From an optimization exercise on the open Yosys and OpenROAD flow, aimed at small area and a short achievable clock period; shortcuts taken in it are not production practice.
RTL that was checked went through simulation tests only; none was proved equivalent to the original.

Setup of build 12:
## FPA_final
module FPA_final (
  input         clk,
  input         rst,
  input  [31:0] in1,
  input  [31:0] in2,
  output reg [31:0] OUT
);
  wire       gt_n, eq_n, fge_n, of_n;
  wire [7:0] s0_n, eL_n;
  FPA B1 (.A(in1), .B(in2), .s0(s0_n), .gt_e(gt_n), .eq_e(eq_n), .fge(fge_n),
          .eL(eL_n), .of_in(of_n));
  reg [22:0] fa, fb;
  reg        sa, sb, gt_e, eq_e, fge, of_in, rst_d;
  reg [7:0]  s0, eL;
  always @(posedge clk) begin
    fa    <= in1[22:0];
    fb    <= in2[22:0];
    sa    <= in1[31];
    sb    <= in2[31];
    s0    <= s0_n;
    gt_e  <= gt_n;
    eq_e  <= eq_n;
    fge   <= fge_n;
    eL    <= eL_n;
    of_in <= of_n;
    rst_d <= rst;
  end
  wire [31:0] C;
  Registers M (.fa(fa), .fb(fb), .sa(sa), .sb(sb), .s0(s0), .gt_e(gt_e),
               .eq_e(eq_e), .fge(fge), .eL(eL), .of_in(of_in), .Sum(C));
  always @(posedge clk) begin
    if (rst)
      OUT <= 32'd0;
    else if (rst_d)
      OUT <= 32'h00800000;
    else
      OUT <= C;
  end
endmodule
Size in the first run: ~1500 cells after synthesis, about 100 flip-flops, ~98 I/O pins, ~9000 um^2 of cells after synthesis.
clock: 22.0 ns
lec_check: 0
abc_area: 1
cap_margin: 20
core_margin: 2
core_utilization: 40
slew_margin: 20
setup_slack_margin: 15.0
buffer_ports_args: -buffer_cell sky130_fd_sc_hd__buf_1
standard.sh (not shown) runs the stock make flow with config.mk's settings and CLKGATE_MAP_FILE= SYNTH_SCRIPT=/design/flow/synth_recipe.tcl, a recipe that flattens the netlist after the stock synthesis.
==> flow/flow/run.sh <==
#!/bin/bash
# Standard layout with three changes: the full/half-adder extraction pass is
# skipped in synthesis (ABC maps the prefix adders directly), the ports get
# sky130 buf_1 buffers, and the repair passes aim below the design's period.
cp config.mk config_orig.log
cat >> config.mk <<'EOC'
export ADDER_MAP_FILE =
export SETUP_SLACK_MARGIN = 15.0
export BUFFER_PORTS_ARGS = -buffer_cell sky130_fd_sc_hd__buf_1
EOC
bash standard.sh > standard_run.log 2>&1
diff inputs: build 12 => build 51
Settings: SETUP_SLACK_MARGIN: 15.0 -> 14.5.
--- a/flow/flow/run.sh
+++ b/flow/flow/run.sh
@@ -6,5 +6,5 @@
 cat >> config.mk <<'EOC'
 export ADDER_MAP_FILE =
-export SETUP_SLACK_MARGIN = 15.0
+export SETUP_SLACK_MARGIN = 14.5
 export BUFFER_PORTS_ARGS = -buffer_cell sky130_fd_sc_hd__buf_1
 EOC
[summary]
Of build 12 and build 51, build 12 shows the higher area added between synthesis and finish, with build 51 below it. Build 12 → build 51: largest stage delay on the critical path now sits lower.
Setup changes, build 51 to build 22
Settings: a change of SETUP_SLACK_MARGIN from 14.5 to 16; a change of CORE_UTILIZATION from 40 to 55.
--- a/flow/flow/run.sh
+++ b/flow/flow/run.sh
@@ -6,5 +6,5 @@
 cat >> config.mk <<'EOC'
 export ADDER_MAP_FILE =
-export SETUP_SLACK_MARGIN = 14.5
+export SETUP_SLACK_MARGIN = 16
 export BUFFER_PORTS_ARGS = -buffer_cell sky130_fd_sc_hd__buf_1
 EOC
==> run summary <==
Having completed the whole flow, build 22 delivered a layout that passed the timing, DRC and antenna checks.
Count of non-CTS inverters in the layout (lower): build 51
For build 51, the worst setup path endpoint was OUT[0], unlike build 22, where it was eL[1].
Sort build 51 and build 22 by ratio of cells with drive above 1 in the final layout, ascending, and build 51 comes first.
Build 22 ends up with a sequential share of layout area that is 2.3 points lower than in build 51.
Setup slack: build 22 more than build 51
Higher critical path depth was reported by build 51, not build 22.
Compared build 22 against build 51; area taken by flip-flops and latches within noise.
Input-level comparison between build 33 and build 22:
Settings: changing CORE_UTILIZATION from 55 to 40.
## What came out
- Clock-buffer cell count: build 33 and build 22 compared, lower one is build 33
- Share of cell area taken by flip-flops and latches was lower in build 22 than in build 33.
- Build 33 and build 22 ended up with nearly the same delay of the slowest cell on the worst path.
- Delta(global-route wire length before repair, build 33 - build 22) > 0
- Build 33 vs. build 22: via count went down by 2.8%.
- Build 33 vs build 22: final cell count up in build 33
- Cmp build 33 and build 22 / die outline width / higher: build 33
#### Input delta (build 13 over build 33)
Settings: putting CTS_BUF_LIST at sky130_fd_sc_hd__clkbuf_4 sky130_fd_sc_hd__clkbuf_8 where nothing was set; swapping 16 for 15.3 in SETUP_SLACK_MARGIN.
--- a/flow/flow/run.sh
+++ b/flow/flow/run.sh
@@ -6,5 +6,5 @@
 cat >> config.mk <<'EOC'
 export ADDER_MAP_FILE =
-export SETUP_SLACK_MARGIN = 16
+export SETUP_SLACK_MARGIN = 15.3
 export BUFFER_PORTS_ARGS = -buffer_cell sky130_fd_sc_hd__buf_1
 EOC
## What came out
When build 13 is set beside build 33, its count of inverters not on the clock network in the layout turns out to be about 1.6% smaller. Going from build 33 to build 13, post-route cell area now sits lower, vias per cell now sits lower. On met2 demand-to-capacity share in global routing: build 13 sits below build 33. As far as number of sinks on the clock net goes, build 33 and build 13 are indistinguishable; the numbers are identical. In the reports for build 13 and build 33, the larger non-clock buffer count belongs to build 33. Of the two values seen for standard cell with the maximum stage delay on the critical path, sky130_fd_sc_hd__maj3_2 was produced by build 33 and sky130_fd_sc_hd__xnor2_4 by build 13.


Another version of the RTL of FPA_final (not shown whole).
Size: ~98 I/O pins, ~10,000 um^2 of cells after synthesis.
==> flow/config.mk <==
export PLATFORM = sky130hd
export DESIGN_NAME = FPA_final
export DESIGN_NICKNAME = FPA_final
export VERILOG_FILES = /design/flow/design.v
export SDC_FILE = /design/flow/constraint.sdc
export NUM_CORES = 4
export LEC_CHECK = 0
export CAP_MARGIN = 20
export CORE_MARGIN = 2
export CORE_UTILIZATION = 40
export SLEW_MARGIN = 20
==> flow/constraint.sdc <==
create_clock -name core_clock -period 22.0 [get_ports {clk}]
set_input_delay 4.4000 -clock core_clock [delete_from_list [all_inputs] [get_ports {clk}]]
set_output_delay 4.4000 -clock core_clock [all_outputs]
set_load 0.01 [all_outputs]
run.sh (not shown) runs the stock make flow with config.mk's settings and CLKGATE_MAP_FILE= SYNTH_SCRIPT=/design/flow/synth_recipe.tcl, a recipe that flattens the netlist after the stock synthesis.
Stock flow here: none of the scripts above is used.
Change:
==> flow/flow/run.sh (new file) <==
#!/bin/bash
# Standard layout, with a tighter internal repair target and small port buffers.
cp standard.sh standard_sh.log
cp config.mk config_orig.log
cat >> config.mk <<'EOC'
export SETUP_SLACK_MARGIN = 13
export BUFFER_PORTS_ARGS = -buffer_cell sky130_fd_sc_hd__buf_1
EOC
bash standard.sh > standard_run.log 2>&1
==> flow/standard.sh (new file) <==
#!/bin/bash
# synth_recipe.tcl (not shown) runs the flow's synth.tcl, then flattens the netlist and writes it again
# the make line also repeats each setting of config.mk as NAME=value (left out here)
make -C /OpenROAD-flow-scripts/flow DESIGN_CONFIG=/design/flow/config.mk WORK_HOME=/design/flow/orfs CLKGATE_MAP_FILE= SYNTH_SCRIPT=/design/flow/synth_recipe.tcl "${@:-finish}"
ABC_AREA = 1   (was unset)
BUFFER_PORTS_ARGS = -buffer_cell sky130_fd_sc_hd__buf_1   (was unset)
SETUP_SLACK_MARGIN = 13   (was unset)
removed: flow/run.sh
What happened: The changed run finished clean. Maximum frequency climbs by 49%. Global-route usage increases by 0.25 points. Worst setup slack gains 4.4 ns. Cell area climbs by 5.2%. Routed wire length goes up by 3.5%. Area after synthesis decreases by 6.0%. Synthesized cell count grows by 20%. Sequential cell count stays the same.
No run of this note included a check of the RTL's function; only the layout flow was run.


== harbor ==
FPA_final, a different RTL version from the one above (not shown whole).
Size: roughly 1500 cells after synthesis, roughly 100 flip-flops, ~98 I/O pins, roughly 0.0088 sq mm of cells after synthesis.
export LEC_CHECK = 0
export ABC_AREA = 1
export CAP_MARGIN = 20
export CORE_MARGIN = 2
export CORE_UTILIZATION = 40
export SLEW_MARGIN = 20
export SETUP_SLACK_MARGIN = 16.3
export BUFFER_PORTS_ARGS = -buffer_cell sky130_fd_sc_hd__buf_1
create_clock -name core_clock -period 22.0 [get_ports {clk}]
standard.sh (not shown) runs the stock make flow with config.mk's settings and CLKGATE_MAP_FILE= SYNTH_SCRIPT=/design/flow/synth_recipe.tcl, a recipe that flattens the netlist after the stock synthesis.
==> flow/flow/run.sh <==
#!/bin/bash
# Standard layout with three changes: the full/half-adder extraction pass is
# skipped in synthesis (ABC maps the prefix adders directly), the ports get
# sky130 buf_1 buffers, and the repair passes aim below the design's period.
cp config.mk config_orig.log
cat >> config.mk <<'EOC'
export ADDER_MAP_FILE =
export SETUP_SLACK_MARGIN = 16.3
export BUFFER_PORTS_ARGS = -buffer_cell sky130_fd_sc_hd__buf_1
EOC
bash standard.sh > standard_run.log 2>&1
harbor reached the end of the flow, and the finished layout is clean on the timing, DRC and antenna checks.
Modified inputs, onyx compared to harbor
# harbor
export LEC_CHECK = 0
export ABC_AREA = 1
export CAP_MARGIN = 20
export CORE_MARGIN = 2
export CORE_UTILIZATION = 40
export SLEW_MARGIN = 20
export SETUP_SLACK_MARGIN = 16.3
export BUFFER_PORTS_ARGS = -buffer_cell sky130_fd_sc_hd__buf_1
create_clock -name core_clock -period 22.0 [get_ports {clk}]
# onyx
export LEC_CHECK = 0
export ABC_AREA = 1
export CAP_MARGIN = 20
export CORE_MARGIN = 2
export CORE_UTILIZATION = 40
export PLACE_DENSITY = 0.7
export SLEW_MARGIN = 20
export SETUP_SLACK_MARGIN = 15.8
export BUFFER_PORTS_ARGS = -buffer_cell sky130_fd_sc_hd__buf_1
create_clock -name core_clock -period 22.0 [get_ports {clk}]
-- flow/flow/run.sh --
<<< harbor, line 8
export SETUP_SLACK_MARGIN = 16.3
>>> onyx, line 8
export SETUP_SLACK_MARGIN = 15.8
==> comparison <==
[onyx vs harbor] share of the core filled with cells: lower in onyx
The lower area share of buffers outside the clock network came out of onyx.
For tundra, these inputs were changed with respect to onyx:
# onyx
export LEC_CHECK = 0
export ABC_AREA = 1
export CAP_MARGIN = 20
export CORE_MARGIN = 2
export CORE_UTILIZATION = 40
export PLACE_DENSITY = 0.7
export SLEW_MARGIN = 20
export SETUP_SLACK_MARGIN = 15.8
export BUFFER_PORTS_ARGS = -buffer_cell sky130_fd_sc_hd__buf_1
create_clock -name core_clock -period 22.0 [get_ports {clk}]
# tundra
export LEC_CHECK = 0
export ABC_AREA = 1
export CAP_MARGIN = 20
export CORE_MARGIN = 2
export CORE_UTILIZATION = 40
export SLEW_MARGIN = 20
export SETUP_SLACK_MARGIN = 15.8
export BUFFER_PORTS_ARGS = -buffer_cell sky130_fd_sc_hd__buf_1
create_clock -name core_clock -period 22.0 [get_ports {clk}]
==> comparison <==
From onyx to tundra the numbers moved as follows: non-clock buffer count rose by 2. tundra has final routed wirelength across all metal layers above what onyx had. Changes observed in tundra relative to onyx: worst slack at placement went down 64 ps; global-route usage went up 0.88 points; area of all placed cells without fillers held; count of non-filler cells in the finished layout held.
What indigo does differently from tundra at the input level:
# tundra
export LEC_CHECK = 0
export ABC_AREA = 1
export CAP_MARGIN = 20
export CORE_MARGIN = 2
export CORE_UTILIZATION = 40
export SLEW_MARGIN = 20
export SETUP_SLACK_MARGIN = 15.8
export BUFFER_PORTS_ARGS = -buffer_cell sky130_fd_sc_hd__buf_1
create_clock -name core_clock -period 22.0 [get_ports {clk}]
# indigo
export LEC_CHECK = 0
export ABC_AREA = 1
export CAP_MARGIN = 20
export CORE_MARGIN = 2
export CORE_UTILIZATION = 40
export SLEW_MARGIN = 20
export SETUP_SLACK_MARGIN = 15.3
export BUFFER_PORTS_ARGS = -buffer_cell sky130_fd_sc_hd__buf_1
create_clock -name core_clock -period 22.0 [get_ports {clk}]
-- flow/flow/run.sh --
<<< tundra, line 8
export SETUP_SLACK_MARGIN = 15.8
>>> indigo, line 8
export SETUP_SLACK_MARGIN = 15.3
Notes after the runs:
indigo against tundra: number of standard cells in the layout, taps in and fillers out level; global routing met2 resource utilization down 0.73 points.

[static timing again, ports no longer ideal]
No port has a modelled driver above. Below, the same layouts with a new extraction and two added sets of constraints. Step 1 (the two cells are an assumption about what drives the block):
set clk [get_ports {clk}]
set_driving_cell -lib_cell sky130_fd_sc_hd__clkbuf_16 $clk
set_driving_cell -lib_cell sky130_fd_sc_hd__buf_2 [delete_from_list [all_inputs] $clk]
Step 2 adds t to the input delays and takes it off the output delays; t is the mean of the earliest and latest rising clock arrival at the registers after step 1. Input paths then give back, and output paths get back, about the clock's delay inside the block. a / b / c = ideal ports / drivers / drivers and shift; a / b = the first two.
| run | shift t [ns] | slack for setup (ns) | slew at the worst register clock pin (ns) | worst data-port slew with drivers (ns) |
|---|---|---|---|---|
| build 12 | 0.404 | 15.621 / 15.621 / 15.535 | 0.08 / 0.08 | 0.04 |
| build 51 | 0.403 | 15.300 / 15.300 / 15.300 | 0.08 / 0.08 | 0.04 |
| build 22 | 0.389 | 16.138 / 16.156 / 15.768 | 0.07 / 0.07 | 0.04 |
| build 33 | 0.404 | 16.144 / 16.166 / 15.761 | 0.07 / 0.07 | 0.05 |
| build 13 | 0.442 | 15.874 / 15.874 / 15.541 | 0.11 / 0.11 | 0.04 |
| the first run of note 2 | 0.411 | 8.753 / 8.753 / 8.753 | 0.08 / 0.08 | 0.04 |
| the second run of note 2 | 0.406 | 13.130 / 13.130 / 13.130 | 0.09 / 0.09 | 0.04 |
| harbor | 0.404 | 16.143 / 16.151 / 15.746 | 0.08 / 0.08 | 0.06 |
| onyx | 0.397 | 15.933 / 15.955 / 15.559 | 0.08 / 0.08 | 0.05 |
| tundra | 0.403 | 15.996 / 16.022 / 15.619 | 0.08 / 0.08 | 0.03 |
| indigo | 0.407 | 15.677 / 15.700 / 15.293 | 0.08 / 0.08 | 0.03 |
After both steps every run listed still meets setup and hold. The setup slack of harbor, which loses most, moves by +0.008 ns with the drivers and by -0.397 ns with both steps.
